This design comes from an exercise in tuning for small area, a short achievable clock period and few clock cycles on the open sky130 flow, not from production work. Function was checked by simulation only, so behaviour that the tests miss may differ from the original.

[flow/constraint.sdc]
create_clock -name core_clock -period 5.0 [get_ports {clk}]
set_input_delay 1.0000 -clock core_clock [delete_from_list [all_inputs] [get_ports {clk}]]
set_output_delay 1.0000 -clock core_clock [all_outputs]
set_load 0.01 [all_outputs]
[flow/standard.sh]
#!/bin/bash
# synth_recipe.tcl (not shown) runs the flow's synth.tcl, then flattens the netlist and writes it again
# the make line also repeats each setting of config.mk as NAME=value (left out here)
make -C /OpenROAD-flow-scripts/flow DESIGN_CONFIG=/design/flow/config.mk WORK_HOME=/design/flow/orfs CLKGATE_MAP_FILE= SYNTH_SCRIPT=/design/flow/synth_recipe.tcl "${@:-finish}"
[flow/flow/run.sh]
#!/bin/bash
# The standard layout (standard.sh: the ORFS synthesis and flow), with one change:
# the port buffers that ORFS's buffer_ports inserts are the small sky130_fd_sc_hd__buf_1
# instead of the delay-cell buffer it picks by default. Every port still gets a buffer.
set -euo pipefail
export BUFFER_PORTS_ARGS="-buffer_cell sky130_fd_sc_hd__buf_1"
bash standard.sh finish > standard.log 2>&1
[flow/config.mk]
export PLATFORM = sky130hd
export DESIGN_NAME = mult1
export DESIGN_NICKNAME = mult1
export VERILOG_FILES = /design/flow/design.v
export SDC_FILE = /design/flow/constraint.sdc
export NUM_CORES = 4
export LEC_CHECK = 0
export CAP_MARGIN = 20
export CORE_MARGIN = 2
export CORE_UTILIZATION = 55
export SETUP_SLACK_MARGIN = 2.0
export SLEW_MARGIN = 20
export SYNTH_HIERARCHICAL = 1
export SYNTH_MINIMUM_KEEP_SIZE = 0
[flow/design.v]
`timescale 1 ns / 100 ps
module mult1_fa(a, b, ci, s, co);
	input a, b, ci;
	output s, co;
	assign s  = a ^ b ^ ci;
	assign co = (a & b) | (a & ci) | (b & ci);
endmodule
module mult1_ha(a, b, s, co);
	input a, b;
	output s, co;
	assign s  = a ^ b;
	assign co = a & b;
endmodule
module mult1_ha1(a, b, s, co);
	input a, b;
	output s, co;
	assign s  = ~(a ^ b);
	assign co = a | b;
endmodule
module mult1_row(a, one, two, neg, r);
	input [31:0] a;
	input one, two, neg;
	output [33:0] r;
	wire [32:0] m = ({1'b0, a} & {33{one}}) | ({a, 1'b0} & {33{two}});
	assign r = {~neg, m ^ {33{neg}}};
endmodule
module mult1_enc(b, one, two, neg);
	input [2:0] b;
	output one, two, neg;
	assign one = b[1] ^ b[0];
	assign two = (b[2] & ~b[1] & ~b[0]) | (~b[2] & b[1] & b[0]);
	assign neg = b[2];
endmodule
module mult1_add(a, b, ci, s, c8);
	input [39:0] a, b;
	input ci;
	output [39:0] s;
	output c8;
	wire [39:0] p0 = a ^ b;
	wire [39:0] g0 = a & b;
	wire gg1 = g0[1] | (p0[1] & g0[0]);
	wire pp1 = p0[1] & p0[0];
	wire gg2 = g0[3] | (p0[3] & g0[2]);
	wire pp2 = p0[3] & p0[2];
	wire gg3 = g0[5] | (p0[5] & g0[4]);
	wire pp3 = p0[5] & p0[4];
	wire gg4 = g0[7] | (p0[7] & g0[6]);
	wire pp4 = p0[7] & p0[6];
	wire gg5 = g0[9] | (p0[9] & g0[8]);
	wire pp5 = p0[9] & p0[8];
	wire gg6 = g0[11] | (p0[11] & g0[10]);
	wire pp6 = p0[11] & p0[10];
	wire gg7 = g0[13] | (p0[13] & g0[12]);
	wire pp7 = p0[13] & p0[12];
	wire gg8 = g0[15] | (p0[15] & g0[14]);
	wire pp8 = p0[15] & p0[14];
	wire gg9 = g0[17] | (p0[17] & g0[16]);
	wire pp9 = p0[17] & p0[16];
	wire gg10 = g0[19] | (p0[19] & g0[18]);
	wire pp10 = p0[19] & p0[18];
	wire gg11 = g0[21] | (p0[21] & g0[20]);
	wire pp11 = p0[21] & p0[20];
	wire gg12 = g0[23] | (p0[23] & g0[22]);
	wire pp12 = p0[23] & p0[22];
	wire gg13 = g0[25] | (p0[25] & g0[24]);
	wire pp13 = p0[25] & p0[24];
	wire gg14 = g0[27] | (p0[27] & g0[26]);
	wire pp14 = p0[27] & p0[26];
	wire gg15 = g0[29] | (p0[29] & g0[28]);
	wire pp15 = p0[29] & p0[28];
	wire gg16 = g0[31] | (p0[31] & g0[30]);
	wire pp16 = p0[31] & p0[30];
	wire gg17 = g0[33] | (p0[33] & g0[32]);
	wire pp17 = p0[33] & p0[32];
	wire gg18 = g0[35] | (p0[35] & g0[34]);
	wire pp18 = p0[35] & p0[34];
	wire gg19 = g0[37] | (p0[37] & g0[36]);
	wire pp19 = p0[37] & p0[36];
	wire gg20 = g0[39] | (p0[39] & g0[38]);
	wire pp20 = p0[39] & p0[38];
	wire gg21 = g0[2] | (p0[2] & gg1);
	wire pp21 = p0[2] & pp1;
	wire gg22 = gg2 | (pp2 & gg1);
	wire pp22 = pp2 & pp1;
	wire gg23 = g0[6] | (p0[6] & gg3);
	wire pp23 = p0[6] & pp3;
	wire gg24 = gg4 | (pp4 & gg3);
	wire pp24 = pp4 & pp3;
	wire gg25 = g0[10] | (p0[10] & gg5);
	wire pp25 = p0[10] & pp5;
	wire gg26 = gg6 | (pp6 & gg5);
	wire pp26 = pp6 & pp5;
	wire gg27 = g0[14] | (p0[14] & gg7);
	wire pp27 = p0[14] & pp7;
	wire gg28 = gg8 | (pp8 & gg7);
	wire pp28 = pp8 & pp7;
	wire gg29 = g0[18] | (p0[18] & gg9);
	wire pp29 = p0[18] & pp9;
	wire gg30 = gg10 | (pp10 & gg9);
	wire pp30 = pp10 & pp9;
	wire gg31 = g0[22] | (p0[22] & gg11);
	wire pp31 = p0[22] & pp11;
	wire gg32 = gg12 | (pp12 & gg11);
	wire pp32 = pp12 & pp11;
	wire gg33 = g0[26] | (p0[26] & gg13);
	wire pp33 = p0[26] & pp13;
	wire gg34 = gg14 | (pp14 & gg13);
	wire pp34 = pp14 & pp13;
	wire gg35 = g0[30] | (p0[30] & gg15);
	wire pp35 = p0[30] & pp15;
	wire gg36 = gg16 | (pp16 & gg15);
	wire pp36 = pp16 & pp15;
	wire gg37 = g0[34] | (p0[34] & gg17);
	wire pp37 = p0[34] & pp17;
	wire gg38 = gg18 | (pp18 & gg17);
	wire pp38 = pp18 & pp17;
	wire gg39 = g0[38] | (p0[38] & gg19);
	wire pp39 = p0[38] & pp19;
	wire gg40 = gg20 | (pp20 & gg19);
	wire pp40 = pp20 & pp19;
	wire gg41 = g0[4] | (p0[4] & gg22);
	wire pp41 = p0[4] & pp22;
	wire gg42 = gg3 | (pp3 & gg22);
	wire pp42 = pp3 & pp22;
	wire gg43 = gg23 | (pp23 & gg22);
	wire pp43 = pp23 & pp22;
	wire gg44 = gg24 | (pp24 & gg22);
	wire pp44 = pp24 & pp22;
	wire gg45 = g0[12] | (p0[12] & gg26);
	wire pp45 = p0[12] & pp26;
	wire gg46 = gg7 | (pp7 & gg26);
	wire pp46 = pp7 & pp26;
	wire gg47 = gg27 | (pp27 & gg26);
	wire pp47 = pp27 & pp26;
	wire gg48 = gg28 | (pp28 & gg26);
	wire pp48 = pp28 & pp26;
	wire gg49 = g0[20] | (p0[20] & gg30);
	wire pp49 = p0[20] & pp30;
	wire gg50 = gg11 | (pp11 & gg30);
	wire pp50 = pp11 & pp30;
	wire gg51 = gg31 | (pp31 & gg30);
	wire pp51 = pp31 & pp30;
	wire gg52 = gg32 | (pp32 & gg30);
	wire pp52 = pp32 & pp30;
	wire gg53 = g0[28] | (p0[28] & gg34);
	wire pp53 = p0[28] & pp34;
	wire gg54 = gg15 | (pp15 & gg34);
	wire pp54 = pp15 & pp34;
	wire gg55 = gg35 | (pp35 & gg34);
	wire pp55 = pp35 & pp34;
	wire gg56 = gg36 | (pp36 & gg34);
	wire pp56 = pp36 & pp34;
	wire gg57 = g0[36] | (p0[36] & gg38);
	wire pp57 = p0[36] & pp38;
	wire gg58 = gg19 | (pp19 & gg38);
	wire pp58 = pp19 & pp38;
	wire gg59 = gg39 | (pp39 & gg38);
	wire pp59 = pp39 & pp38;
	wire gg60 = gg40 | (pp40 & gg38);
	wire pp60 = pp40 & pp38;
	wire gg61 = g0[8] | (p0[8] & gg44);
	wire pp61 = p0[8] & pp44;
	wire gg62 = gg5 | (pp5 & gg44);
	wire pp62 = pp5 & pp44;
	wire gg63 = gg25 | (pp25 & gg44);
	wire pp63 = pp25 & pp44;
	wire gg64 = gg26 | (pp26 & gg44);
	wire pp64 = pp26 & pp44;
	wire gg65 = gg45 | (pp45 & gg44);
	wire pp65 = pp45 & pp44;
	wire gg66 = gg46 | (pp46 & gg44);
	wire pp66 = pp46 & pp44;
	wire gg67 = gg47 | (pp47 & gg44);
	wire pp67 = pp47 & pp44;
	wire gg68 = gg48 | (pp48 & gg44);
	wire pp68 = pp48 & pp44;
	wire gg69 = g0[24] | (p0[24] & gg52);
	wire pp69 = p0[24] & pp52;
	wire gg70 = gg13 | (pp13 & gg52);
	wire pp70 = pp13 & pp52;
	wire gg71 = gg33 | (pp33 & gg52);
	wire pp71 = pp33 & pp52;
	wire gg72 = gg34 | (pp34 & gg52);
	wire pp72 = pp34 & pp52;
	wire gg73 = gg53 | (pp53 & gg52);
	wire pp73 = pp53 & pp52;
	wire gg74 = gg54 | (pp54 & gg52);
	wire pp74 = pp54 & pp52;
	wire gg75 = gg55 | (pp55 & gg52);
	wire pp75 = pp55 & pp52;
	wire gg76 = gg56 | (pp56 & gg52);
	wire pp76 = pp56 & pp52;
	wire gg77 = g0[16] | (p0[16] & gg68);
	wire pp77 = p0[16] & pp68;
	wire gg78 = gg9 | (pp9 & gg68);
	wire pp78 = pp9 & pp68;
	wire gg79 = gg29 | (pp29 & gg68);
	wire pp79 = pp29 & pp68;
	wire gg80 = gg30 | (pp30 & gg68);
	wire pp80 = pp30 & pp68;
	wire gg81 = gg49 | (pp49 & gg68);
	wire pp81 = pp49 & pp68;
	wire gg82 = gg50 | (pp50 & gg68);
	wire pp82 = pp50 & pp68;
	wire gg83 = gg51 | (pp51 & gg68);
	wire pp83 = pp51 & pp68;
	wire gg84 = gg52 | (pp52 & gg68);
	wire pp84 = pp52 & pp68;
	wire gg85 = gg69 | (pp69 & gg68);
	wire pp85 = pp69 & pp68;
	wire gg86 = gg70 | (pp70 & gg68);
	wire pp86 = pp70 & pp68;
	wire gg87 = gg71 | (pp71 & gg68);
	wire pp87 = pp71 & pp68;
	wire gg88 = gg72 | (pp72 & gg68);
	wire pp88 = pp72 & pp68;
	wire gg89 = gg73 | (pp73 & gg68);
	wire pp89 = pp73 & pp68;
	wire gg90 = gg74 | (pp74 & gg68);
	wire pp90 = pp74 & pp68;
	wire gg91 = gg75 | (pp75 & gg68);
	wire pp91 = pp75 & pp68;
	wire gg92 = gg76 | (pp76 & gg68);
	wire pp92 = pp76 & pp68;
	wire gg93 = g0[32] | (p0[32] & gg92);
	wire pp93 = p0[32] & pp92;
	wire gg94 = gg17 | (pp17 & gg92);
	wire pp94 = pp17 & pp92;
	wire gg95 = gg37 | (pp37 & gg92);
	wire pp95 = pp37 & pp92;
	wire gg96 = gg38 | (pp38 & gg92);
	wire pp96 = pp38 & pp92;
	wire gg97 = gg57 | (pp57 & gg92);
	wire pp97 = pp57 & pp92;
	wire gg98 = gg58 | (pp58 & gg92);
	wire pp98 = pp58 & pp92;
	wire gg99 = gg59 | (pp59 & gg92);
	wire pp99 = pp59 & pp92;
	wire gg100 = gg60 | (pp60 & gg92);
	wire pp100 = pp60 & pp92;
	assign s = p0 ^ {(gg99 | (pp99 & ci)), (gg98 | (pp98 & ci)), (gg97 | (pp97 & ci)), (gg96 | (pp96 & ci)), (gg95 | (pp95 & ci)), (gg94 | (pp94 & ci)), (gg93 | (pp93 & ci)), (gg92 | (pp92 & ci)), (gg91 | (pp91 & ci)), (gg90 | (pp90 & ci)), (gg89 | (pp89 & ci)), (gg88 | (pp88 & ci)), (gg87 | (pp87 & ci)), (gg86 | (pp86 & ci)), (gg85 | (pp85 & ci)), (gg84 | (pp84 & ci)), (gg83 | (pp83 & ci)), (gg82 | (pp82 & ci)), (gg81 | (pp81 & ci)), (gg80 | (pp80 & ci)), (gg79 | (pp79 & ci)), (gg78 | (pp78 & ci)), (gg77 | (pp77 & ci)), (gg68 | (pp68 & ci)), (gg67 | (pp67 & ci)), (gg66 | (pp66 & ci)), (gg65 | (pp65 & ci)), (gg64 | (pp64 & ci)), (gg63 | (pp63 & ci)), (gg62 | (pp62 & ci)), (gg61 | (pp61 & ci)), (gg44 | (pp44 & ci)), (gg43 | (pp43 & ci)), (gg42 | (pp42 & ci)), (gg41 | (pp41 & ci)), (gg22 | (pp22 & ci)), (gg21 | (pp21 & ci)), (gg1 | (pp1 & ci)), (g0[0] | (p0[0] & ci)), ci};
	assign c8 = (gg44 | (pp44 & ci));
endmodule
module mult1(clk, rst, start, ack, multiplicand, multiplier, product, done);
	input clk;
	input rst;
	input start;
	input ack;
	input [31:0] multiplicand;
	input [31:0] multiplier;
	output [63:0] product;
	output done;
reg        idle_q;   
reg        iter_q;   
reg        fin_q;    
reg        done_q;   
reg        first_q;  
reg [1:0]  cnt;
reg [31:0] a_q;      
reg [31:0] b_q;      
reg [34:0] s_q;      
reg [33:0] c_q;      
reg [7:0]  sl_q;     
reg [7:0]  cl_q;     
reg        cy_q;     
reg        ng_q;     
assign done    = done_q;
assign product = {a_q, b_q};
wire last = (cnt == 2'd3);
wire [9:0] nb = idle_q ? {multiplier[9:2], 2'b00} : {b_q[17:16] & {2{cnt != 2'd2}}, b_q[15:9], 1'b0};
wire [3:0] one_d, two_d, neg_d;
mult1_enc e1 (.b(nb[3:1]), .one(one_d[0]), .two(two_d[0]), .neg(neg_d[0]));
mult1_enc e2 (.b(nb[5:3]), .one(one_d[1]), .two(two_d[1]), .neg(neg_d[1]));
mult1_enc e3 (.b(nb[7:5]), .one(one_d[2]), .two(two_d[2]), .neg(neg_d[2]));
mult1_enc e4 (.b(nb[9:7]), .one(one_d[3]), .two(two_d[3]), .neg(neg_d[3]));
reg [3:0] one_q, two_q, neg_q;
always @(posedge clk) begin
	one_q <= one_d;
	two_q <= two_d;
	neg_q <= neg_d;
end
wire neg1 = neg_q[0], neg2 = neg_q[1], neg3 = neg_q[2], neg4 = neg_q[3];
wire [33:0] r1, r2, r3, r4;
mult1_row w1 (.a(a_q), .one(one_q[0]), .two(two_q[0]), .neg(neg_q[0]), .r(r1));
mult1_row w2 (.a(a_q), .one(one_q[1]), .two(two_q[1]), .neg(neg_q[1]), .r(r2));
mult1_row w3 (.a(a_q), .one(one_q[2]), .two(two_q[2]), .neg(neg_q[2]), .r(r3));
mult1_row w4 (.a(a_q), .one(one_q[3]), .two(two_q[3]), .neg(neg_q[3]), .r(r4));
reg f0_q, f1_q, nf_q;
always @(posedge clk) begin
	f0_q <= idle_q & multiplier[0];
	f1_q <= idle_q & multiplier[1];
	nf_q <= ~idle_q;
end
wire [34:0] sx = {s_q[34] | ~nf_q, s_q[33:32] & {2{nf_q}}, (a_q & {32{f0_q}}) | (s_q[31:0] & {32{nf_q}})};
wire [33:0] cx = {c_q[33] & nf_q, (a_q & {32{f1_q}}) | (c_q[32:1] & {32{nf_q}}), c_q[0] & nf_q};
wire        n0 = ng_q & nf_q;
wire s1, k2, s3, k4, s5, k6, s7, k8, s9, k10, s11, k12, s13, k14, s15, k16, s17, k18, s19, k20, s21, k22, s23, k24, s25, k26, s27, k28, s29, k30, s31, k32, s33, k34, s35, k36, s37, k38, s39, k40, s41, k42, s43, k44, s45, k46, s47, k48, s49, k50, s51, k52, s53, k54, s55, k56, s57, k58, s59, k60, s61, k62, s63, k64, s65, k66, s67, k68, s69, k70, s71, k72, s73, k74, s75, k76, s77, k78, s79, k80, s81, k82, s83, k84, s85, k86, s87, k88, s89, k90, s91, k92, s93, k94, s95, k96, s97, k98, s99, k100, s101, k102, s103, k104, s105, k106, s107, k108, s109, k110, s111, k112, s113, k114, s115, k116, s117, k118, s119, k120, s121, k122, s123, k124, s125, k126, s127, k128, s129, k130, s131, k132, s133, k134, s135, k136, s137, k138, s139, k140, s141, k142, s143, k144, s145, k146, s147, k148, s149, k150, s151, k152, s153, k154, s155, k156, s157, k158, s159, k160, s161, k162, s163, k164, s165, k166, s167, k168, s169, k170, s171, k172, s173, k174, s175, k176, s177, k178, s179, k180, s181, k182, s183, k184, s185, k186, s187, k188, s189, k190, s191, k192, s193, k194, s195, k196, s197, k198, s199, k200, s201, k202, s203, k204, s205, k206, s207, k208, s209, k210, s211, k212, s213, k214, s215, k216, s217, k218, s219, k220, s221, k222, s223, k224, s225, k226, s227, k228, s229, k230, s231, k232, s233, k234, s235, k236, s237, k238, s239, k240, s241, k242, s243, k244, s245, k246, s247, k248, s249, k250, s251, k252, s253, k254, s255, k256, s257, k258, s259, k260, s261, k262, s263, k264, s265, k266, s267, k268, s269, k270, s271, k272, s273, k274, s275, k276, s277, k278, s279;
mult1_ha h2 (.a(neg2), .b(sx[4]), .s(s1), .co(k2));
mult1_ha h4 (.a(sx[5]), .b(cx[5]), .s(s3), .co(k4));
mult1_fa f6 (.a(neg3), .b(sx[6]), .ci(cx[6]), .s(s5), .co(k6));
mult1_ha h8 (.a(r1[4]), .b(r2[2]), .s(s7), .co(k8));
mult1_fa f10 (.a(sx[7]), .b(cx[7]), .ci(r1[5]), .s(s9), .co(k10));
mult1_ha h12 (.a(r2[3]), .b(r3[1]), .s(s11), .co(k12));
mult1_fa f14 (.a(sx[8]), .b(cx[8]), .ci(r1[6]), .s(s13), .co(k14));
mult1_fa f16 (.a(r2[4]), .b(r3[2]), .ci(r4[0]), .s(s15), .co(k16));
mult1_fa f18 (.a(sx[9]), .b(cx[9]), .ci(r1[7]), .s(s17), .co(k18));
mult1_fa f20 (.a(r2[5]), .b(r3[3]), .ci(r4[1]), .s(s19), .co(k20));
mult1_fa f22 (.a(sx[10]), .b(cx[10]), .ci(r1[8]), .s(s21), .co(k22));
mult1_fa f24 (.a(r2[6]), .b(r3[4]), .ci(r4[2]), .s(s23), .co(k24));
mult1_fa f26 (.a(sx[11]), .b(cx[11]), .ci(r1[9]), .s(s25), .co(k26));
mult1_fa f28 (.a(r2[7]), .b(r3[5]), .ci(r4[3]), .s(s27), .co(k28));
mult1_fa f30 (.a(sx[12]), .b(cx[12]), .ci(r1[10]), .s(s29), .co(k30));
mult1_fa f32 (.a(r2[8]), .b(r3[6]), .ci(r4[4]), .s(s31), .co(k32));
mult1_fa f34 (.a(sx[13]), .b(cx[13]), .ci(r1[11]), .s(s33), .co(k34));
mult1_fa f36 (.a(r2[9]), .b(r3[7]), .ci(r4[5]), .s(s35), .co(k36));
mult1_fa f38 (.a(sx[14]), .b(cx[14]), .ci(r1[12]), .s(s37), .co(k38));
mult1_fa f40 (.a(r2[10]), .b(r3[8]), .ci(r4[6]), .s(s39), .co(k40));
mult1_fa f42 (.a(sx[15]), .b(cx[15]), .ci(r1[13]), .s(s41), .co(k42));
mult1_fa f44 (.a(r2[11]), .b(r3[9]), .ci(r4[7]), .s(s43), .co(k44));
mult1_fa f46 (.a(sx[16]), .b(cx[16]), .ci(r1[14]), .s(s45), .co(k46));
mult1_fa f48 (.a(r2[12]), .b(r3[10]), .ci(r4[8]), .s(s47), .co(k48));
mult1_fa f50 (.a(sx[17]), .b(cx[17]), .ci(r1[15]), .s(s49), .co(k50));
mult1_fa f52 (.a(r2[13]), .b(r3[11]), .ci(r4[9]), .s(s51), .co(k52));
mult1_fa f54 (.a(sx[18]), .b(cx[18]), .ci(r1[16]), .s(s53), .co(k54));
mult1_fa f56 (.a(r2[14]), .b(r3[12]), .ci(r4[10]), .s(s55), .co(k56));
mult1_fa f58 (.a(sx[19]), .b(cx[19]), .ci(r1[17]), .s(s57), .co(k58));
mult1_fa f60 (.a(r2[15]), .b(r3[13]), .ci(r4[11]), .s(s59), .co(k60));
mult1_fa f62 (.a(sx[20]), .b(cx[20]), .ci(r1[18]), .s(s61), .co(k62));
mult1_fa f64 (.a(r2[16]), .b(r3[14]), .ci(r4[12]), .s(s63), .co(k64));
mult1_fa f66 (.a(sx[21]), .b(cx[21]), .ci(r1[19]), .s(s65), .co(k66));
mult1_fa f68 (.a(r2[17]), .b(r3[15]), .ci(r4[13]), .s(s67), .co(k68));
mult1_fa f70 (.a(sx[22]), .b(cx[22]), .ci(r1[20]), .s(s69), .co(k70));
mult1_fa f72 (.a(r2[18]), .b(r3[16]), .ci(r4[14]), .s(s71), .co(k72));
mult1_fa f74 (.a(sx[23]), .b(cx[23]), .ci(r1[21]), .s(s73), .co(k74));
mult1_fa f76 (.a(r2[19]), .b(r3[17]), .ci(r4[15]), .s(s75), .co(k76));
mult1_fa f78 (.a(sx[24]), .b(cx[24]), .ci(r1[22]), .s(s77), .co(k78));
mult1_fa f80 (.a(r2[20]), .b(r3[18]), .ci(r4[16]), .s(s79), .co(k80));
mult1_fa f82 (.a(sx[25]), .b(cx[25]), .ci(r1[23]), .s(s81), .co(k82));
mult1_fa f84 (.a(r2[21]), .b(r3[19]), .ci(r4[17]), .s(s83), .co(k84));
mult1_fa f86 (.a(sx[26]), .b(cx[26]), .ci(r1[24]), .s(s85), .co(k86));
mult1_fa f88 (.a(r2[22]), .b(r3[20]), .ci(r4[18]), .s(s87), .co(k88));
mult1_fa f90 (.a(sx[27]), .b(cx[27]), .ci(r1[25]), .s(s89), .co(k90));
mult1_fa f92 (.a(r2[23]), .b(r3[21]), .ci(r4[19]), .s(s91), .co(k92));
mult1_fa f94 (.a(sx[28]), .b(cx[28]), .ci(r1[26]), .s(s93), .co(k94));
mult1_fa f96 (.a(r2[24]), .b(r3[22]), .ci(r4[20]), .s(s95), .co(k96));
mult1_fa f98 (.a(sx[29]), .b(cx[29]), .ci(r1[27]), .s(s97), .co(k98));
mult1_fa f100 (.a(r2[25]), .b(r3[23]), .ci(r4[21]), .s(s99), .co(k100));
mult1_fa f102 (.a(sx[30]), .b(cx[30]), .ci(r1[28]), .s(s101), .co(k102));
mult1_fa f104 (.a(r2[26]), .b(r3[24]), .ci(r4[22]), .s(s103), .co(k104));
mult1_fa f106 (.a(sx[31]), .b(cx[31]), .ci(r1[29]), .s(s105), .co(k106));
mult1_fa f108 (.a(r2[27]), .b(r3[25]), .ci(r4[23]), .s(s107), .co(k108));
mult1_fa f110 (.a(sx[32]), .b(cx[32]), .ci(r1[30]), .s(s109), .co(k110));
mult1_fa f112 (.a(r2[28]), .b(r3[26]), .ci(r4[24]), .s(s111), .co(k112));
mult1_fa f114 (.a(sx[33]), .b(cx[33]), .ci(r1[31]), .s(s113), .co(k114));
mult1_fa f116 (.a(r2[29]), .b(r3[27]), .ci(r4[25]), .s(s115), .co(k116));
mult1_fa f118 (.a(sx[34]), .b(r1[32]), .ci(r2[30]), .s(s117), .co(k118));
mult1_ha1 g120 (.a(r3[28]), .b(r4[26]), .s(s119), .co(k120));
mult1_fa f122 (.a(r1[33]), .b(r2[31]), .ci(r3[29]), .s(s121), .co(k122));
mult1_ha h124 (.a(r2[32]), .b(r3[30]), .s(s123), .co(k124));
mult1_ha h126 (.a(neg1), .b(sx[2]), .s(s125), .co(k126));
mult1_ha h128 (.a(sx[3]), .b(cx[3]), .s(s127), .co(k128));
mult1_fa f130 (.a(cx[4]), .b(r1[2]), .ci(r2[0]), .s(s129), .co(k130));
mult1_fa f132 (.a(r1[3]), .b(r2[1]), .ci(k2), .s(s131), .co(k132));
mult1_fa f134 (.a(r3[0]), .b(k4), .ci(s5), .s(s133), .co(k134));
mult1_fa f136 (.a(k6), .b(k8), .ci(s11), .s(s135), .co(k136));
mult1_fa f138 (.a(k12), .b(k10), .ci(s13), .s(s137), .co(k138));
mult1_fa f140 (.a(k14), .b(s17), .ci(k16), .s(s139), .co(k140));
mult1_fa f142 (.a(k18), .b(s21), .ci(k20), .s(s141), .co(k142));
mult1_fa f144 (.a(k22), .b(s25), .ci(k24), .s(s143), .co(k144));
mult1_fa f146 (.a(k26), .b(s29), .ci(k28), .s(s145), .co(k146));
mult1_fa f148 (.a(k30), .b(s33), .ci(k32), .s(s147), .co(k148));
mult1_fa f150 (.a(k34), .b(s37), .ci(k36), .s(s149), .co(k150));
mult1_fa f152 (.a(k38), .b(s41), .ci(k40), .s(s151), .co(k152));
mult1_fa f154 (.a(k42), .b(s45), .ci(k44), .s(s153), .co(k154));
mult1_fa f156 (.a(k46), .b(s49), .ci(k48), .s(s155), .co(k156));
mult1_fa f158 (.a(k50), .b(s53), .ci(k52), .s(s157), .co(k158));
mult1_fa f160 (.a(k54), .b(s57), .ci(k56), .s(s159), .co(k160));
mult1_fa f162 (.a(k58), .b(s61), .ci(k60), .s(s161), .co(k162));
mult1_fa f164 (.a(k62), .b(s65), .ci(k64), .s(s163), .co(k164));
mult1_fa f166 (.a(k66), .b(s69), .ci(k68), .s(s165), .co(k166));
mult1_fa f168 (.a(k70), .b(s73), .ci(k72), .s(s167), .co(k168));
mult1_fa f170 (.a(k74), .b(s77), .ci(k76), .s(s169), .co(k170));
mult1_fa f172 (.a(k78), .b(s81), .ci(k80), .s(s171), .co(k172));
mult1_fa f174 (.a(k82), .b(s85), .ci(k84), .s(s173), .co(k174));
mult1_fa f176 (.a(k86), .b(s89), .ci(k88), .s(s175), .co(k176));
mult1_fa f178 (.a(k90), .b(s93), .ci(k92), .s(s177), .co(k178));
mult1_fa f180 (.a(k94), .b(s97), .ci(k96), .s(s179), .co(k180));
mult1_fa f182 (.a(k98), .b(s101), .ci(k100), .s(s181), .co(k182));
mult1_fa f184 (.a(k102), .b(s105), .ci(k104), .s(s183), .co(k184));
mult1_fa f186 (.a(k106), .b(s109), .ci(k108), .s(s185), .co(k186));
mult1_fa f188 (.a(k110), .b(s113), .ci(k112), .s(s187), .co(k188));
mult1_fa f190 (.a(k114), .b(s117), .ci(s119), .s(s189), .co(k190));
mult1_fa f192 (.a(r4[27]), .b(k118), .ci(k120), .s(s191), .co(k192));
mult1_fa f194 (.a(r4[28]), .b(s123), .ci(k122), .s(s193), .co(k194));
mult1_fa f196 (.a(r2[33]), .b(r3[31]), .ci(r4[29]), .s(s195), .co(k196));
mult1_ha h198 (.a(r3[32]), .b(r4[30]), .s(s197), .co(k198));
mult1_ha h200 (.a(n0), .b(sx[0]), .s(s199), .co(k200));
mult1_ha h202 (.a(sx[1]), .b(cx[1]), .s(s201), .co(k202));
mult1_fa f204 (.a(cx[2]), .b(r1[0]), .ci(s125), .s(s203), .co(k204));
mult1_fa f206 (.a(r1[1]), .b(k126), .ci(s127), .s(s205), .co(k206));
mult1_fa f208 (.a(k128), .b(s1), .ci(s129), .s(s207), .co(k208));
mult1_fa f210 (.a(s3), .b(k130), .ci(s131), .s(s209), .co(k210));
mult1_fa f212 (.a(s7), .b(k132), .ci(s133), .s(s211), .co(k212));
mult1_fa f214 (.a(s9), .b(k134), .ci(s135), .s(s213), .co(k214));
mult1_fa f216 (.a(s15), .b(k136), .ci(s137), .s(s215), .co(k216));
mult1_fa f218 (.a(s19), .b(k138), .ci(s139), .s(s217), .co(k218));
mult1_fa f220 (.a(s23), .b(k140), .ci(s141), .s(s219), .co(k220));
mult1_fa f222 (.a(s27), .b(k142), .ci(s143), .s(s221), .co(k222));
mult1_fa f224 (.a(s31), .b(k144), .ci(s145), .s(s223), .co(k224));
mult1_fa f226 (.a(s35), .b(k146), .ci(s147), .s(s225), .co(k226));
mult1_fa f228 (.a(s39), .b(k148), .ci(s149), .s(s227), .co(k228));
mult1_fa f230 (.a(s43), .b(k150), .ci(s151), .s(s229), .co(k230));
mult1_fa f232 (.a(s47), .b(k152), .ci(s153), .s(s231), .co(k232));
mult1_fa f234 (.a(s51), .b(k154), .ci(s155), .s(s233), .co(k234));
mult1_fa f236 (.a(s55), .b(k156), .ci(s157), .s(s235), .co(k236));
mult1_fa f238 (.a(s59), .b(k158), .ci(s159), .s(s237), .co(k238));
mult1_fa f240 (.a(s63), .b(k160), .ci(s161), .s(s239), .co(k240));
mult1_fa f242 (.a(s67), .b(k162), .ci(s163), .s(s241), .co(k242));
mult1_fa f244 (.a(s71), .b(k164), .ci(s165), .s(s243), .co(k244));
mult1_fa f246 (.a(s75), .b(k166), .ci(s167), .s(s245), .co(k246));
mult1_fa f248 (.a(s79), .b(k168), .ci(s169), .s(s247), .co(k248));
mult1_fa f250 (.a(s83), .b(k170), .ci(s171), .s(s249), .co(k250));
mult1_fa f252 (.a(s87), .b(k172), .ci(s173), .s(s251), .co(k252));
mult1_fa f254 (.a(s91), .b(k174), .ci(s175), .s(s253), .co(k254));
mult1_fa f256 (.a(s95), .b(k176), .ci(s177), .s(s255), .co(k256));
mult1_fa f258 (.a(s99), .b(k178), .ci(s179), .s(s257), .co(k258));
mult1_fa f260 (.a(s103), .b(k180), .ci(s181), .s(s259), .co(k260));
mult1_fa f262 (.a(s107), .b(k182), .ci(s183), .s(s261), .co(k262));
mult1_fa f264 (.a(s111), .b(k184), .ci(s185), .s(s263), .co(k264));
mult1_fa f266 (.a(s115), .b(k186), .ci(s187), .s(s265), .co(k266));
mult1_fa f268 (.a(k116), .b(k188), .ci(s189), .s(s267), .co(k268));
mult1_fa f270 (.a(s121), .b(k190), .ci(s191), .s(s269), .co(k270));
mult1_ha1 g272 (.a(s193), .b(k192), .s(s271), .co(k272));
mult1_fa f274 (.a(k124), .b(s195), .ci(k194), .s(s273), .co(k274));
mult1_ha1 g276 (.a(s197), .b(k196), .s(s275), .co(k276));
mult1_fa f278 (.a(r3[33]), .b(r4[31]), .ci(k198), .s(s277), .co(k278));
assign s279 = ~r4[32];
wire [42:0] st = {1'b0, r4[32], k278, k276, k274, k272, k270, k268, k266, k264, k262, k260, k258, k256, k254, k252, k250, k248, k246, k244, k242, k240, k238, k236, k234, k232, k230, k228, k226, k224, k222, k220, k218, k216, k214, k212, k210, k208, k206, k204, k202, k200, s199};
wire [42:0] ct = {1'b0, r4[33], s279, s277, s275, s273, s271, s269, s267, s265, s263, s261, s259, s257, s255, s253, s251, s249, s247, s245, s243, s241, s239, s237, s235, s233, s231, s229, s227, s225, s223, s221, s219, s217, s215, s213, s211, s209, s207, s205, s203, s201, cx[0]};
wire [39:0] sum;
wire        lo8;
mult1_add ad (.a({s_q[31:0], sl_q}), .b({c_q[31:0], cl_q}), .ci(cy_q), .s(sum), .c8(lo8));
wire [8:0]  lo  = {lo8, sum[7:0]};
wire a_nz = |multiplicand;
wire b_nz = |multiplier;
always @(posedge clk or posedge rst)
	if (rst) begin
		idle_q  <= 1'b1;
		iter_q  <= 1'b0;
		fin_q   <= 1'b0;
		done_q  <= 1'b0;
		first_q <= 1'b1;
		cnt     <= 2'd0;
	end else begin
		idle_q  <= (idle_q & ~start) | (done_q & ack);
		iter_q  <= (idle_q & start & a_nz & b_nz) | (iter_q & ~last);
		fin_q   <= iter_q & last;
		done_q  <= fin_q | (idle_q & start & ~(a_nz & b_nz)) | (done_q & ~ack);
		first_q <= idle_q;
		cnt     <= iter_q ? cnt + 2'd1 : 2'd0;
	end
always @(posedge clk) begin
	s_q  <= st[42:8];
	c_q  <= ct[41:8];
	sl_q <= st[7:0];
	cl_q <= ct[7:0];
	cy_q <= lo[8] & ~first_q;
	ng_q <= neg4;
end
always @(posedge clk)
	if (idle_q) begin
		a_q <= multiplicand & {32{b_nz}};
		b_q <= multiplier & {32{a_nz}};
	end else if (iter_q | fin_q) begin
		b_q <= {lo[7:0], b_q[31:8]};
		if (fin_q)
			a_q <= sum[39:8];
	end
endmodule
==> results of run 1 <==
path summary, 6_finish.rpt:
kind	from	endpoint	slack [ns]	cells past startpoint
setup / recovery	two_q[2]	c_q[16]	2.10	5
hold reg to reg	cnt[0]	cnt[0]	0.46	1
setup reg to reg	two_q[2]	c_q[16]	2.10	5
max in group asynchronous	rst	first_q	4.23	2
min in group asynchronous	rst	cnt[1]	0.47	2
hold / removal	cnt[0]	cnt[0]	0.46	1
synth_stat cells, types with 4 or more instances:
cell type	number	share of area
nand3_1	6	0.0023
clkbuf_4	8	0.0047
a31oi_1	4	0.0019
nand2b_1	5	0.0024
o21bai_1	5	0.0029
o2bb2ai_1	55	0.037
nor4_1	16	0.0078
clkbuf_1	23	0.0067
o22ai_2	4	0.0039
a21o_1	13	0.0076
nand4_1	8	0.0039
ha_1	54	0.052
xnor2_1	153	0.10
dfrtp_1	5	0.0097
xor2_1	16	0.011
o21ai_0	17	0.0066
nor2b_1	6	0.0029
nor2_1	20	0.0058
buf_4	8	0.0047
fa_1	127	0.20
a21oi_1	24	0.0093
edfxtp_1	64	0.15
dfxtp_1	101	0.16
buf_1	6	0.0017
a22oi_1	124	0.072
nand2_1	103	0.030
a22o_1	64	0.043
and2_1	6	0.0029
buf_2	19	0.0074
buf_6	15	0.013
inv_1	29	0.0084
kinds of logic (layout without fill, tap and decap cells):
| group | Yosys count | after routing | synth area share |
|---|---|---|---|
| adder cells (fa/ha/maj) | 181 | 181 | 0.250 |
| AO/OA/AOI/OAI | 336 | 336 | 0.205 |
| XOR/XNOR | 169 | 169 | 0.115 |
| flip-flops | 172 | 172 | 0.320 |
| AND/OR/NAND/NOR | 180 | 180 | 0.0640 |
| buffers and inverters | 108 | 214 | 0.0467 |
layout by cell type (no fill, tap or decap), types with 7 or more instances in the layout:
| cell | netlist | final |
|---|---|---|
| xnor2_1 | 153 | 153 |
| buf_1 | 6 | 132 |
| fa_1 | 127 | 127 |
| a22oi_1 | 124 | 124 |
| nand2_1 | 103 | 103 |
| dfxtp_1 | 101 | 89 |
| a22o_1 | 64 | 64 |
| edfxtp_1 | 64 | 64 |
| o2bb2ai_1 | 55 | 55 |
| ha_1 | 54 | 54 |
| inv_1 | 29 | 28 |
| a21oi_1 | 24 | 23 |
| nor2_1 | 20 | 19 |
| buf_4 | 8 | 18 |
| clkbuf_16 | 0 | 17 |
| nor4_1 | 16 | 16 |
| xor2_1 | 16 | 16 |
| o21ai_0 | 17 | 15 |
| a21o_1 | 13 | 13 |
| nand4_1 | 8 | 8 |
| dfxtp_2 | 0 | 8 |
| clkinv_8 | 0 | 7 |
cell type report:
cell class,instances,area (um2),area share
repair buffers,153,691,0.0486
well taps,319,399,0.0281
multi-input cells,866,8210,0.578
clock buffers,17,425,0.0300
flip-flops and latches,172,4150,0.292
inverters,29,109,0.00767
clock inverters,15,218,0.0153
modules after synthesis, one instance, submodules excluded:
| module | cells inside | times used | flip-flops and latches |
|---|---|---|---|
| mult1_fa | 1 | 126 | 0 |
| mult1_add | 198 | 1 | 0 |
| mult1_row | 77 | 4 | 0 |
| mult1_ha | 1 | 10 | 0 |
| mult1_ha1 | 5 | 3 | 0 |
| mult1_enc | 5 | 4 | 0 |
| mult1 | 469 | 1 | 172 |
state kept, by name, indices dropped and copies added, names as in the netlist:
name     count
f1_q         1
c_q         34
f0_q         1
first_q      1
two_q        4
cnt          2
s_q         34
one_q        4
nf_q         1
sl_q         8
done_q       1
cy_q         1
idle_q       1
fin_q        1
neg_q        4
b_q         32
iter_q       1
ng_q         1
a_q         32
cl_q         8
stage by stage:
stage	area, um2	std cells	util	hold WS (ns)
floorplan	12900	1146	-	0.326
global placement	13400	1535	0.578	0.443
detailed placement	13500	1536	0.578	0.456
CTS	14100	1569	0.607	0.468
global route	14200	1571	0.610	0.481
finish	14200	1571	0.610	0.464
repair_timing:
item,4_1_cts,5_1_grt
pin swaps,1,2
hold buffers,0,0
buffers inserted,1,2
gates resized for setup,5,9
endpoints found under the setup margin,34,20
cloned,0,0
layer usage:
metal,global-route usage,vias to the layer above,share of wire
li1,-,4354,-
met1,0.418,4845,0.44
met2,0.503,381,0.48
met3,0.0545,42,0.067
met4,0.0753,0,0.016
met5,0,-,0
==> results by group, run 1 <==
STA
  • Relative slew slack: 0.330
  • Worst slew pin tran: between 1 and 1.5 ns
  • Tmin final: 2.90 ns
  • Setup TNS: 0 ns
  • Hold Vio Cnt, Final: 0
  • Max Freq: around 340 MHz
  • RSZ-0062 raised after global routing: false
  • Final period util: 0.580
  • Max-slew violation count: 0
  • Setup WS post-layout: approximately 2.1 ns
  • Worst Skew: about 0.017 ns
  • Final setup vio count: 0

Worst setup path
  • Critical path data arrival time: around 3.2 ns
  • CP max stage cell: dfxtp_2
  • Crit path max fanout: 32
  • Setup CP Type: flop to flop
  • Worst Setup End Kind: flop
  • Most used cell, CP: fa_1
  • Data required, critical path: between 5 and 6 ns
  • Worst Setup Start Kind: flop
  • Crit path cell chain: a22oi_1, xnor2_1, fa_1, fa_1, fa_1
  • Worst Path Buf+Inv: 0
  • CP top delay family: adder cells
  • Crit-path max cell delay: between 0.9 and 1 ns

Global route
  • Initial antenna violation count: 1
  • Vias in the first global route: slightly below 10000
  • Global-route usage over all layers: 0.304
  • Largest net degree at the start of global routing: 53
  • Grt total ovfl: 0
  • First-pass GRT wire length: ~56000 um

Place
  • Port Buffers: around 130
  • Dpl ws: around 1.7 ns
  • Final HPWL DP: roughly 25000 um
  • Global placer's final weighted congestion: 0.875

Clock tree
  • Clock Path Buffers: 2
  • CTS root buf: clkbuf_16
  • Clock tree from TritonCTS: yes
  • Num CTS Buffers: 17
  • Max H-tree Level: 4
  • Clk sinks: 172
  • Clock Pin Slew Worst Setup and Hold Paths: approximately 0.08 ns
  • Worst skew pair latency: between 0.4 and 0.5 ns

Synth
  • Most common flop cell mapped by yosys: dfxtp_1
  • Yosys Warn Count: 7
  • Post-Synthesis Cells: 1146
  • Register bit total from synthesis: 172
  • Syn avg cell area: ~11 um2
  • EDFF count, synth: 64
  • Unique masters post-synth: 55
  • Asr flop ratio synth: 0.0407
  • Syn_nets: roughly 1400
  • Post-Syn Area: between 0.01 and 0.015 mm2
  • Sequential area share after synthesis: 0.320

Drt
  • Starting DRT DRC Count: around 700
  • Wire per inst: approximately 23 um
  • DR vias: 9622
  • Antenna Nets Post-Route: 0
  • Via density: between 6 and 7
  • Iteration count of the initial detailed-routing pass: 5
  • Detailed Route WL: between 30000 and 40000 um
  • Drt drc: 0

Floorplanning
  • Die Height: roughly 160 um
  • Starting Density: 0.554
  • Core ar.: 0.0233 mm2
  • Chip Width: approximately 160 um
  • Row count: between 50 and 60
  • Total die area: between 0.02 and 0.025 mm2
  • I/O pin cnt: approximately 130

Cells and area
  • P&R area growth vs syn: 10.1%
  • Share of layout cells above drive strength 1: 0.0679
  • Filler cells: roughly 2000
  • Diode count: 0
  • Total Nets Final: 1488

Outcome
  • Status: timing/DRC/antenna clean

Flow run
  • Maxcap violations: 0

Worst hold path
  • Min-delay worst type: flop to flop
Testbench counts, summed over its fixed seeds: cycles 3,299.
==> inputs of run 2 (changes only) <==
--- a/flow/config.mk
+++ b/flow/config.mk
@@ -9,5 +9,5 @@
 export CORE_MARGIN = 2
 export CORE_UTILIZATION = 55
-export SETUP_SLACK_MARGIN = 2.0
+export SETUP_SLACK_MARGIN = 2.5
 export SLEW_MARGIN = 20
 export SYNTH_HIERARCHICAL = 1
==> results by group, run 2 <==
Place
  • Global placer's final weighted congestion: 0.898 (+2.6%)
  • Dpl ws: 1.72 ns (-0.0216 ns)
  • Placed cell area: 0.0135 mm2 (+0.12%)
  • Port Buffers: 132 (unchanged)
  • Final HPWL DP: 25900 um (+2.2%)
  • Placed Cells: 1539 (+0.20%)

Worst setup path
  • Data required, critical path: 5.20 ns (-0.12 ns)
  • Worst Setup Start Kind: flop
  • Worst Setup End Kind: flop
  • Most used cell, CP: o31ai_4
  • Crit-path max cell delay: 0.38 ns (-0.55 ns)
  • Crit path cell chain: ha_4, a21oi_1, o21ai_2, a31oi_2, o31ai_4, buf_6, a32oi_4, o31ai_4, buf_4, buf_12, a31oi_4, xnor2_1, o2bb2ai_1
  • CP max stage cell: dfxtp_1
  • Setup CP Type: flop to flop
  • Crit path max fanout: 5 (-84%)
  • Critical path data arrival time: 2.94 ns (-0.28 ns)

Floorplanning
  • Die Height: 157 um (unchanged)
  • Total die area: 0.0247 mm2 (unchanged)
  • Core ar.: 0.0233 mm2 (unchanged)
  • Row count: 56 (unchanged)
  • I/O pin cnt: 133 (unchanged)
  • Starting Density: 0.554 (unchanged)
  • Chip Width: 157 um (unchanged)

Synth
  • Synth area leader: fa_1
  • Dominant cells by area after synthesis: fa_1 (20%), dfxtp_1 (16%), edfxtp_1 (15%)
  • Asr flop ratio synth: 0.0407 (unchanged)
  • Cell with the most instances after synthesis: xnor2_1
  • EDFF count, synth: 64 (unchanged)
  • Register bit total from synthesis: 172 (unchanged)
  • Syn avg cell area: 11.2 um2 (unchanged)
  • Post-Synthesis Cells: 1146 (unchanged)
  • Syn_nets: 1395 (unchanged)
  • Post-Syn Area: 0.0129 mm2 (unchanged)
  • Yosys Warn Count: 7 (unchanged)
  • Top cell type's share of synthesized area: 0.197 (unchanged)
  • Most common flop cell mapped by yosys: dfxtp_1
  • Unique masters post-synth: 55 (unchanged)
  • Sequential area share after synthesis: 0.320 (unchanged)
  • Commonest cells post-synth: xnor2_1 (153), fa_1 (127), a22oi_1 (124)

STA
  • Final setup vio count: 0 (unchanged)
  • Setup TNS: 0 ns (unchanged)
  • Worst slew pin tran: 1.04 ns (+0.0343 ns)
  • Setup WS post-layout: 2.26 ns (+0.163 ns)
  • RSZ-0062 raised after global routing: true
  • Worst Skew: 0.0151 ns (-0.00190 ns)
  • Max Freq: 365 MHz (+5.9%)
  • Max-slew violation count: 0 (unchanged)
  • Final period util: 0.548 (-0.0325)
  • Relative slew slack: 0.307 (-0.0228)
  • Tmin final: 2.74 ns (-0.163 ns)
  • Hold Vio Cnt, Final: 0 (unchanged)

Global route
  • First-pass GRT wire length: 62100 um (+11%)
  • Grt total ovfl: 0 (unchanged)
  • Initial antenna violation count: 0 (-1)
  • Largest net degree at the start of global routing: 50 (-5.7%)
  • Vias in the first global route: 10500 (+8.2%)
  • Global-route usage over all layers: 0.341 (+0.0373)

Cells and area
  • Commonest non-fill, non-tap cells in the layout: buf_1 (132), xnor2_1 (127), nand2_1 (103), buf_4 (94), fa_1 (87)
  • Non-Filler Instances: 1715 (+9.2%)
  • Largest regs: c_q: 34 flops, s_q: 34 flops
  • Total Nets Final: 1631 (+9.6%)
  • Filler cells: 1717 (-16%)
  • P&R area growth vs syn: 29.2%
  • Share of layout cells above drive strength 1: 0.290 (+0.222)
  • Post-route cell area: 0.0167 mm2 (+17%)
  • Commonest non-fill, non-tap cell in the layout: buf_1

Drt
  • Starting DRT DRC Count: 863 (+23%)
  • Wire per inst: 24.4 um (+5.8%)
  • Antenna Nets Post-Route: 0 (unchanged)
  • Drt drc: 0 (unchanged)
  • Iteration count of the initial detailed-routing pass: 7 (+2)
  • DR vias: 10600 (+10%)
  • Via density: 6.18 (+0.88%)
  • Detailed Route WL: 41900 um (+16%)

Outcome
  • Status: timing/DRC/antenna clean

Flow run
  • Maxcap violations: 0 (unchanged)

Clock tree
  • Max H-tree Level: 4 (unchanged)
  • Clock Path Buffers: 2 (unchanged)
  • Num CTS Buffers: 17 (unchanged)
  • Clock Pin Slew Worst Setup and Hold Paths: 0.08 ns (about the same)
  • Hold_buf cts: 0 (unchanged)
  • Worst skew pair latency: 0.45 ns (about the same)
  • Clk sinks: 172 (unchanged)
  • CTS root buf: clkbuf_16
  • Clock tree from TritonCTS: yes

Worst hold path
  • Min-delay worst type: flop to flop
run 2: cell types whose count changed in the layout (fill, tap and decap cells not counted), sizes merged:
cell    before  now
buf        153  295
diode        0    1
clkbuf      17   18
clkinv       8    9
bufinv       1    0
run 2: cell families (layout without fill, tap and decap cells):
kind of cell / after synthesis / after routing / share of synthesized area
other: 0 / 1 / 0
xor gates and xnor gates: 169 / 169 / 0.115
AOI/OAI and AO/OA: 336 / 336 / 0.205
and+or+nand+nor: 180 / 180 / 0.0640
adders and majority gates: 181 / 181 / 0.250
DFF: 172 / 172 / 0.320
buffers and inverters: 108 / 357 / 0.0467
run 2: layout make-up:
| cell class | count | area [um2] | share of cell area |
|---|---|---|---|
| inverters | 29 | 111 | 0.00668 |
| flip-flops and latches | 172 | 4190 | 0.251 |
| diodes | 1 | 2.50 | 0.000150 |
| clock inverters | 15 | 211 | 0.0127 |
| repair buffers | 296 | 2190 | 0.132 |
| clock buffers | 17 | 425 | 0.0255 |
| well taps | 319 | 399 | 0.0240 |
| multi-input cells | 866 | 9130 | 0.548 |
run 2: modules after synthesis (local to each module, per instance):
| module | cells | area [um2] | times used |
|---|---|---|---|
| mult1_ha1 | 5 | 27.5 | 3 |
| mult1_add | 198 | 1580 | 1 |
| mult1_ha | 1 | 12.5 | 10 |
| mult1_fa | 1 | 20.0 | 126 |
| mult1 | 469 | 5990 | 1 |
| mult1_enc | 5 | 38.8 | 4 |
| mult1_row | 77 | 609 | 4 |
run 2: worst paths after layout:
| path | start | endpoint | slack, ns | cells past startpoint |
|---|---|---|---|---|
| setup / recovery | cl_q[5] | a_q[29] | 2.26 | 13 |
| setup reg to reg | cl_q[5] | a_q[29] | 2.26 | 13 |
| min in group asynchronous | rst | cnt[0] | 0.47 | 2 |
| hold / removal | cnt[0] | cnt[0] | 0.46 | 1 |
| hold reg to reg | cnt[0] | cnt[0] | 0.46 | 1 |
| max in group asynchronous | rst | first_q | 4.22 | 2 |
run 2: routing by layer:
layer	GRT usage	wire (um)
met2	0.567	20600
met4	0.114	1190
met5	0	0
met1	0.450	17500
met3	0.0691	2630
run 2: stage by stage:
step / hold WS (ns) / util
floorplan: 0.326 / -
global placement: 0.443 / 0.579
detailed placement: 0.451 / 0.579
CTS: 0.462 / 0.675
global route: 0.492 / 0.716
finish: 0.464 / 0.716
run 2: repair_timing:
action,in CTS,in global routing
buffers inserted,116,24
endpoints found under the setup margin,130,84
resized for setup,112,167
pin swaps,54,114
cloned,1,2
run 2: critical path, delay by kind of cell, from the launching register on:
family | cells | cell delay [ns]
AOI/OAI and AO/OA | 8 | 1.34
buffers and inverters | 3 | 0.44
DFF | 1 | 0.38
adders and majority gates | 1 | 0.22
xor gates and xnor gates | 1 | 0.10
==> inputs of run 3 (changes only) <==
--- a/flow/config.mk
+++ b/flow/config.mk
@@ -8,6 +8,6 @@
 export CAP_MARGIN = 20
 export CORE_MARGIN = 2
-export CORE_UTILIZATION = 55
-export SETUP_SLACK_MARGIN = 2.5
+export CORE_UTILIZATION = 65
+export SETUP_SLACK_MARGIN = 1.7
 export SLEW_MARGIN = 20
 export SYNTH_HIERARCHICAL = 1
==> results by group, run 3 <==
Synth
  • Post-Synthesis Cells: 1146 (unchanged)
  • Syn_nets: 1395 (unchanged)
  • Register bit total from synthesis: 172 (unchanged)
  • Top cell type's share of synthesized area: 0.197 (unchanged)
  • Cell with the most instances after synthesis: xnor2_1
  • Syn avg cell area: 11.2 um2 (unchanged)
  • Post-Syn Area: 0.0129 mm2 (unchanged)
  • Most common flop cell mapped by yosys: dfxtp_1
  • Synth area leader: fa_1
  • Yosys Warn Count: 7 (unchanged)
  • Sequential area share after synthesis: 0.320 (unchanged)
  • Commonest cells post-synth: xnor2_1 (153), fa_1 (127), a22oi_1 (124)
  • Asr flop ratio synth: 0.0407 (unchanged)
  • Unique masters post-synth: 55 (unchanged)
  • Dominant cells by area after synthesis: fa_1 (20%), dfxtp_1 (16%), edfxtp_1 (15%)
  • EDFF count, synth: 64 (unchanged)

Global route
  • First-pass GRT wire length: 54800 um (-12%)
  • Initial antenna violation count: 0 (unchanged)
  • Grt total ovfl: 0 (unchanged)
  • Vias in the first global route: 9738 (-7.4%)
  • Largest net degree at the start of global routing: 69 (+38%)
  • Global-route usage over all layers: 0.352 (+0.0105)

Place
  • Port Buffers: 132 (unchanged)
  • Final HPWL DP: 24400 um (-5.9%)
  • Dpl ws: 1.84 ns (+0.120 ns)
  • Global placer's final weighted congestion: 0.937 (+4.4%)
  • Placed Cells: 1476 (-4.1%)

Drt
  • Antenna Nets Post-Route: 0 (unchanged)
  • Detailed Route WL: 35800 um (-15%)
  • Drt drc: 0 (unchanged)
  • Via density: 6.55 (+6.0%)
  • DR vias: 9865 (-6.9%)
  • Iteration count of the initial detailed-routing pass: 6 (-1)
  • Wire per inst: 23.7 um (-2.7%)
  • Starting DRT DRC Count: 855 (-0.93%)

Worst setup path
  • Most used cell, CP: o31ai_4
  • Worst Setup End Kind: flop
  • Data required, critical path: 5.15 ns (-0.05 ns)
  • Worst R2R Start: sl_q[0]
  • R2r setup slk: 1.82 ns (-0.44 ns)
  • Worst Setup Start Kind: flop
  • Critical path data arrival time: 3.33 ns (+0.39 ns)
  • Crit path max fanout: 9 (+4)
  • Crit path cell chain: ha_1, a211oi_2, o21bai_2, a21oi_2, o31ai_4, a32oi_2, o31ai_4, a41oi_1, xnor2_1, o2bb2ai_1
  • Setup CP Type: flop to flop
  • Worst Path Buf+Inv: 0 (-3)
  • CP max stage cell: o31ai_4
  • Path depth of the worst reg2reg path: 10 (-3)
  • R2R Path End: a_q[30]
  • CP top delay family: compound AO/OA/AOI/OAI gates
  • Crit-path max cell delay: 0.53 ns (+0.15 ns)

Cells and area
  • Final Util: 0.717 (about the same)
  • Diode count: 0 (-1)
  • Commonest non-fill, non-tap cells in the layout: xnor2_1 (153), buf_1 (132), fa_1 (127), a22oi_1 (124), nand2_1 (103)
  • Non-Filler Instances: 1507 (-12%)
  • Largest regs: c_q: 34 flops, s_q: 34 flops
  • Commonest non-fill, non-tap cell in the layout: xnor2_1
  • Share of layout cells above drive strength 1: 0.0588 (-0.231)
  • Filler cells: 1456 (-15%)
  • P&R area growth vs syn: 8.20%
  • Total Nets Final: 1479 (-9.3%)

Clock tree
  • Clock tree from TritonCTS: yes
  • Clk sinks: 172 (unchanged)
  • Max H-tree Level: 4 (unchanged)
  • Clock Path Buffers: 2 (unchanged)
  • CTS root buf: clkbuf_16
  • Number of post-CTS setup repair buffers: 0 (-100%)
  • Num CTS Buffers: 17 (unchanged)
  • CTS resizes: 0 (-100%)
  • Hold_buf cts: 0 (unchanged)
  • Worst skew pair latency: 0.43 ns (-0.02 ns)
  • Clock Pin Slew Worst Setup and Hold Paths: 0.07 ns (about the same)

Worst hold path
  • HP Start: cnt[0]
  • Hold worst-path end: cnt[0]
  • Hold Crit Depth: 1 (unchanged)
  • Min-delay worst type: flop to flop

STA
  • Final period util: 0.636 (+0.0879)
  • Worst slew pin tran: 1.16 ns (+0.120 ns)
  • Tmin final: 3.18 ns (+0.440 ns)
  • Setup TNS: 0 ns (unchanged)
  • Max-slew violation count: 0 (unchanged)
  • Final setup vio count: 0 (unchanged)
  • RSZ-0062 raised after global routing: false
  • Hold Vio Cnt, Final: 0 (unchanged)
  • Worst Skew: 0.0122 ns (-0.00293 ns)
  • Relative slew slack: 0.227 (-0.0800)
  • Max Freq: 315 MHz (-14%)
  • Setup WS post-layout: 1.82 ns (-0.440 ns)

Floorplanning
  • Core ar.: 0.0195 mm2 (-16%)
  • Row count: 51 (-8.9%)
  • Chip Width: 145 um (-7.8%)
  • I/O pin cnt: 133 (unchanged)
  • Starting Density: 0.662 (+0.108)
  • Total die area: 0.0210 mm2 (-15%)
  • Die Height: 145 um (-7.8%)

Outcome
  • Status: timing/DRC/antenna clean

Flow run
  • Maxcap violations: 0 (unchanged)
## run 3: layout make-up
type / count / area [um2] / share of cell area
flip-flops and latches: 172 / 4140 / 0.297
repair buffers: 144 / 586 / 0.0420
clock buffers: 17 / 425 / 0.0305
well taps: 265 / 332 / 0.0238
multi-input cells: 866 / 8180 / 0.586
clock inverters: 14 / 183 / 0.0131
inverters: 29 / 109 / 0.00780
## run 3: kinds of logic (layout without fill, tap and decap cells)
group | Yosys count | count (layout) | synth area share
AOI/OAI and AO/OA | 336 | 336 | 0.205
adders and majority gates | 181 | 181 | 0.250
and+or+nand+nor | 180 | 180 | 0.0640
DFF | 172 | 172 | 0.320
xor gates and xnor gates | 169 | 169 | 0.115
buffers and inverters | 108 | 204 | 0.0467
## run 3: routing by layer
layer	global-route usage	up-vias	share of wire
met5	0	-	0
met4	0.0935	0	0.020
met3	0.0839	53	0.091
met2	0.571	502	0.49
met1	0.478	4969	0.40
li1	-	4341	-
## run 3: worst register-to-register path: stages (launching register included)
cell       delay [ns]
dfxtp_1          0.33
ha_1             0.34
a211oi_2         0.10
o21bai_2         0.16
a21oi_2          0.12
o31ai_4          0.53
a32oi_2          0.33
o31ai_4          0.49
a41oi_1          0.22
xnor2_1          0.16
o2bb2ai_1        0.12
## run 3: worst max path at each step
stage	start	end	slack, ns	depth (start not counted)
3_5_place_dp	one_q[1]	c_q[26]	1.84	6
2_1_floorplan	sl_q[0]	a_q[30]	2.41	10
6_report	sl_q[0]	a_q[30]	1.82	10
3_3_place_gp	one_q[0]	c_q[20]	1.78	5
5_1_grt	c_q[11]	a_q[30]	1.71	10
4_1_cts	sl_q[0]	a_q[30]	1.80	10
## run 3: stage by stage
step	hold slack, ns	cell area [um2]
global placement	0.446	13300
detailed placement	0.449	13300
floorplan	0.326	12900
global route	0.474	13900
CTS	0.460	13900
finish	0.457	13900
## run 3: Yosys stat by module (local to each module, per instance)
module     flip-flops and latches  copies in the design  cells inside  area (um2)
mult1_enc                       0                     4             5        38.8
mult1_row                       0                     4            77         609
mult1_fa                        0                   126             1        20.0
mult1_ha1                       0                     3             5        27.5
mult1                         172                     1           469        5990
mult1_ha                        0                    10             1        12.5
mult1_add                       0                     1           198        1580
==> inputs of run 4 (changes only) <==
--- a/flow/config.mk
+++ b/flow/config.mk
@@ -9,5 +9,5 @@
 export CORE_MARGIN = 2
 export CORE_UTILIZATION = 65
-export SETUP_SLACK_MARGIN = 1.7
+export SETUP_SLACK_MARGIN = 2.1
 export SLEW_MARGIN = 20
 export SYNTH_HIERARCHICAL = 1
==> results by group, run 4 <==
Flow run
  • Maxcap violations: 0 (unchanged)

STA
  • Max-slew violation count: 0 (unchanged)
  • Final period util: 0.571 (-0.0653)
  • Setup TNS: 0 ns (unchanged)
  • RSZ-0062 raised after global routing: true
  • Worst slew pin tran: 0.984 ns (-0.175 ns)
  • Final setup vio count: 0 (unchanged)
  • Relative slew slack: 0.342 (+0.115)
  • Tmin final: 2.85 ns (-0.326 ns)
  • Setup WS post-layout: 2.15 ns (+0.326 ns)
  • Tightest hold margin: 0.457 ns (-0.0000410 ns)
  • Hold Vio Cnt, Final: 0 (unchanged)
  • Worst Skew: 0.0103 ns (-0.00186 ns)
  • Max Freq: 351 MHz (+11%)

Clock tree
  • Clk sinks: 172 (unchanged)
  • Clock tree from TritonCTS: yes
  • Worst skew pair latency: 0.43 ns (about the same)
  • Hold_buf cts: 0 (unchanged)
  • Clock Pin Slew Worst Setup and Hold Paths: 0.07 ns (about the same)
  • Clock Path Buffers: 2 (unchanged)
  • Num CTS Buffers: 17 (unchanged)
  • CTS root buf: clkbuf_16
  • Max H-tree Level: 4 (unchanged)

Floorplanning
  • Total die area: 0.0210 mm2 (unchanged)
  • Chip Width: 145 um (unchanged)
  • Die Height: 145 um (unchanged)
  • Row count: 51 (unchanged)
  • Core ar.: 0.0195 mm2 (unchanged)
  • Starting Density: 0.662 (unchanged)
  • I/O pin cnt: 133 (unchanged)

Synth
  • Post-synthesis xor/xnor area fraction: 0.115 (unchanged)
  • Yosys Warn Count: 7 (unchanged)
  • Synth area leader: fa_1
  • Post-Synth Simple-Gate Area: 0.0640 (unchanged)
  • Most common flop cell mapped by yosys: dfxtp_1
  • Post-Syn Area: 0.0129 mm2 (unchanged)
  • Post-Synthesis Cells: 1146 (unchanged)
  • Main combinational cell family by area after synthesis: adder cells
  • Post-Synth Adder-Cell Area: 0.250 (unchanged)
  • Syn_nets: 1395 (unchanged)
  • EDFF count, synth: 64 (unchanged)
  • Register bit total from synthesis: 172 (unchanged)
  • Asr flop ratio synth: 0.0407 (unchanged)
  • Syn avg cell area: 11.2 um2 (unchanged)
  • Top cell type's share of synthesized area: 0.197 (unchanged)
  • Cell with the most instances after synthesis: xnor2_1
  • Mux share of post-synthesis cell area: 0 (unchanged)
  • Sequential area share after synthesis: 0.320 (unchanged)
  • Dominant cells by area after synthesis: fa_1 (20%), dfxtp_1 (16%), edfxtp_1 (15%)
  • Complex-gate fraction of the synthesized area: 0.205 (unchanged)
  • Unique masters post-synth: 55 (unchanged)
  • Commonest cells post-synth: xnor2_1 (153), fa_1 (127), a22oi_1 (124)

Cells and area
  • Total Nets Final: 1483 (+0.27%)
  • Share of layout cells above drive strength 1: 0.0650 (+0.00623)
  • P&R area growth vs syn: 9.10%
  • FF+latch area: 0.00417 mm2 (+0.73%)
  • Commonest non-fill, non-tap cells in the layout: xnor2_1 (153), buf_1 (132), fa_1 (127), a22oi_1 (124), nand2_1 (103)
  • Largest regs: c_q: 34 flops, s_q: 34 flops
  • Multi-input logic area: 0.00821 mm2 (+0.38%)
  • Filler cells: 1443 (-0.89%)
  • Diode count: 0 (unchanged)
  • Commonest non-fill, non-tap cell in the layout: xnor2_1
  • Final Util: 0.723 (+0.00598)

Place
  • Final HPWL DP: 24400 um (unchanged)
  • Dpl ws: 1.84 ns (unchanged)
  • Global placer's final weighted congestion: 0.937 (unchanged)
  • Port Buffers: 132 (unchanged)

Worst setup path
  • Worst Setup Start Kind: flop
  • Critical path data arrival time: 3.16 ns (-0.17 ns)
  • Critical path startpoint: neg_q[3]
  • Crit path max fanout: 20 (+11)
  • Worst Setup End Kind: flop
  • Data required, critical path: 5.30 ns (+0.15 ns)
  • Setup CP Type: flop to flop
  • Worst R2R Start: neg_q[3]

Worst hold path
  • HP Start: cnt[0]
  • Min-delay worst type: flop to flop

Drt
  • Antenna Nets Post-Route: 0 (unchanged)
  • Via density: 6.47 (-1.2%)
  • Drt drc: 0 (unchanged)
  • Starting DRT DRC Count: 891 (+4.2%)
  • Iteration count of the initial detailed-routing pass: 5 (-1)
  • Detailed Route WL: 35800 um (about the same)
  • DR vias: 9769 (-0.97%)
  • Wire per inst: 23.7 um (-0.24%)

Global route
  • First-pass GRT wire length: 54900 um (+0.16%)
  • Vias in the first global route: 9722 (-0.16%)
  • Grt total ovfl: 0 (unchanged)
  • Global-route usage over all layers: 0.353 (+0.000739)
  • Initial antenna violation count: 0 (unchanged)
  • Largest net degree at the start of global routing: 69 (unchanged)

Outcome
  • Status: timing/DRC/antenna clean
## run 4: logic make-up (layout without fill, tap and decap cells)
| logic type | after synthesis | in the layout |
|---|---|---|
| AND/OR/NAND/NOR | 180 | 180 |
| flip-flops | 172 | 172 |
| buffers and inverters | 108 | 208 |
| XOR/XNOR | 169 | 169 |
| AO/OA/AOI/OAI | 336 | 336 |
| adder cells (fa/ha/maj) | 181 | 181 |
## run 4: through the flow
step	area [um2]	instances
floorplan	12900	1146
global placement	13300	1476
detailed placement	13300	1476
CTS	14000	1508
global route	14100	1511
finish	14100	1511
## run 4: worst max-delay path, stage by stage (launching register included)
cell and delay [ns]:
dfxtp_2 0.67, buf_4 0.49, xnor2_1 0.17, fa_1 0.41, fa_1 0.54, fa_1 0.43
## run 4: area by class of cell
class,instances,area share
multi-input combinational,866,0.584
sequential,172,0.296
timing repair buffer,148,0.0455
clock buffer,17,0.0302
tap,265,0.0236
clock inverter,14,0.0130
inverter,29,0.00774
## run 4: final timing paths
| check | end | slack, ns | cells past startpoint |
|---|---|---|---|
| worst min-delay path | cnt[0] | 0.46 | 1 |
| worst min register to register | cnt[0] | 0.46 | 1 |
| max in group asynchronous | first_q | 4.25 | 2 |
| worst max register to register | c_q[4] | 2.15 | 5 |
| worst max-delay path | c_q[4] | 2.15 | 5 |
| min in group asynchronous | cnt[1] | 0.47 | 2 |
## run 4: layer usage
layer  vias to the layer above  global-route usage  routed length, um
met3                        60              0.0839               3320
met1                      4853               0.480              14200
met4                         0              0.0945                739
met5                         -                   0                  0
met2                       511               0.571              17500
li1                       4345                   -                  -
## run 4: modules after synthesis (local to each module, per instance)
module     flops+latches  cell area, um2  cells inside
mult1                172            5990           469
mult1_add              0            1580           198
mult1_row              0             609            77
mult1_enc              0            38.8             5
mult1_ha1              0            27.5             5
mult1_fa               0            20.0             1
mult1_ha               0            12.5             1
## run 4: what timing repair did
item                                    CTS  global route
buffers inserted                          1             3
resized for setup                         9            13
endpoints found under the setup margin   67            32
pin swaps                                 2             5

[what the ideal ports hide]
The results above use ideal ports. As a check the final layouts listed here were re-extracted and re-timed, cells and wires unchanged. Step 1, drivers: a clkbuf_16 drives clk and a buf_2 each remaining input, both assumed. Step 2 moves the port delays by t, midway between the first and last clock arrival at a register: inputs arrive t later, outputs are due t later. That takes back most of the time a late clock gives input paths. Slacks: ideal ports / drivers / drivers and shift; pairs: ideal ports / drivers.
run | shift t [ns] | setup WS [ns] | hold WS [ns] | slew at the worst register clock pin (ns) | cell pins on the clock port's net
run 1 | 0.488 | 2.098 / 2.098 / 1.738 | 0.464 / 0.441 / 0.464 | 0.08 / 0.08 | 1
run 2 | 0.494 | 2.260 / 2.260 / 2.104 | 0.464 / 0.446 / 0.464 | 0.09 / 0.09 | 1
run 3 | 0.470 | 1.821 / 1.821 / 1.821 | 0.457 / 0.447 / 0.457 | 0.07 / 0.07 | 1
run 4 | 0.473 | 2.147 / 2.147 / 2.005 | 0.457 / 0.444 / 0.457 | 0.07 / 0.07 | 1
After both steps setup and hold are still met in every run listed. For run 1, which loses most, drivers alone change the setup slack by 0.000 ns; drivers and shift together by -0.360 ns.
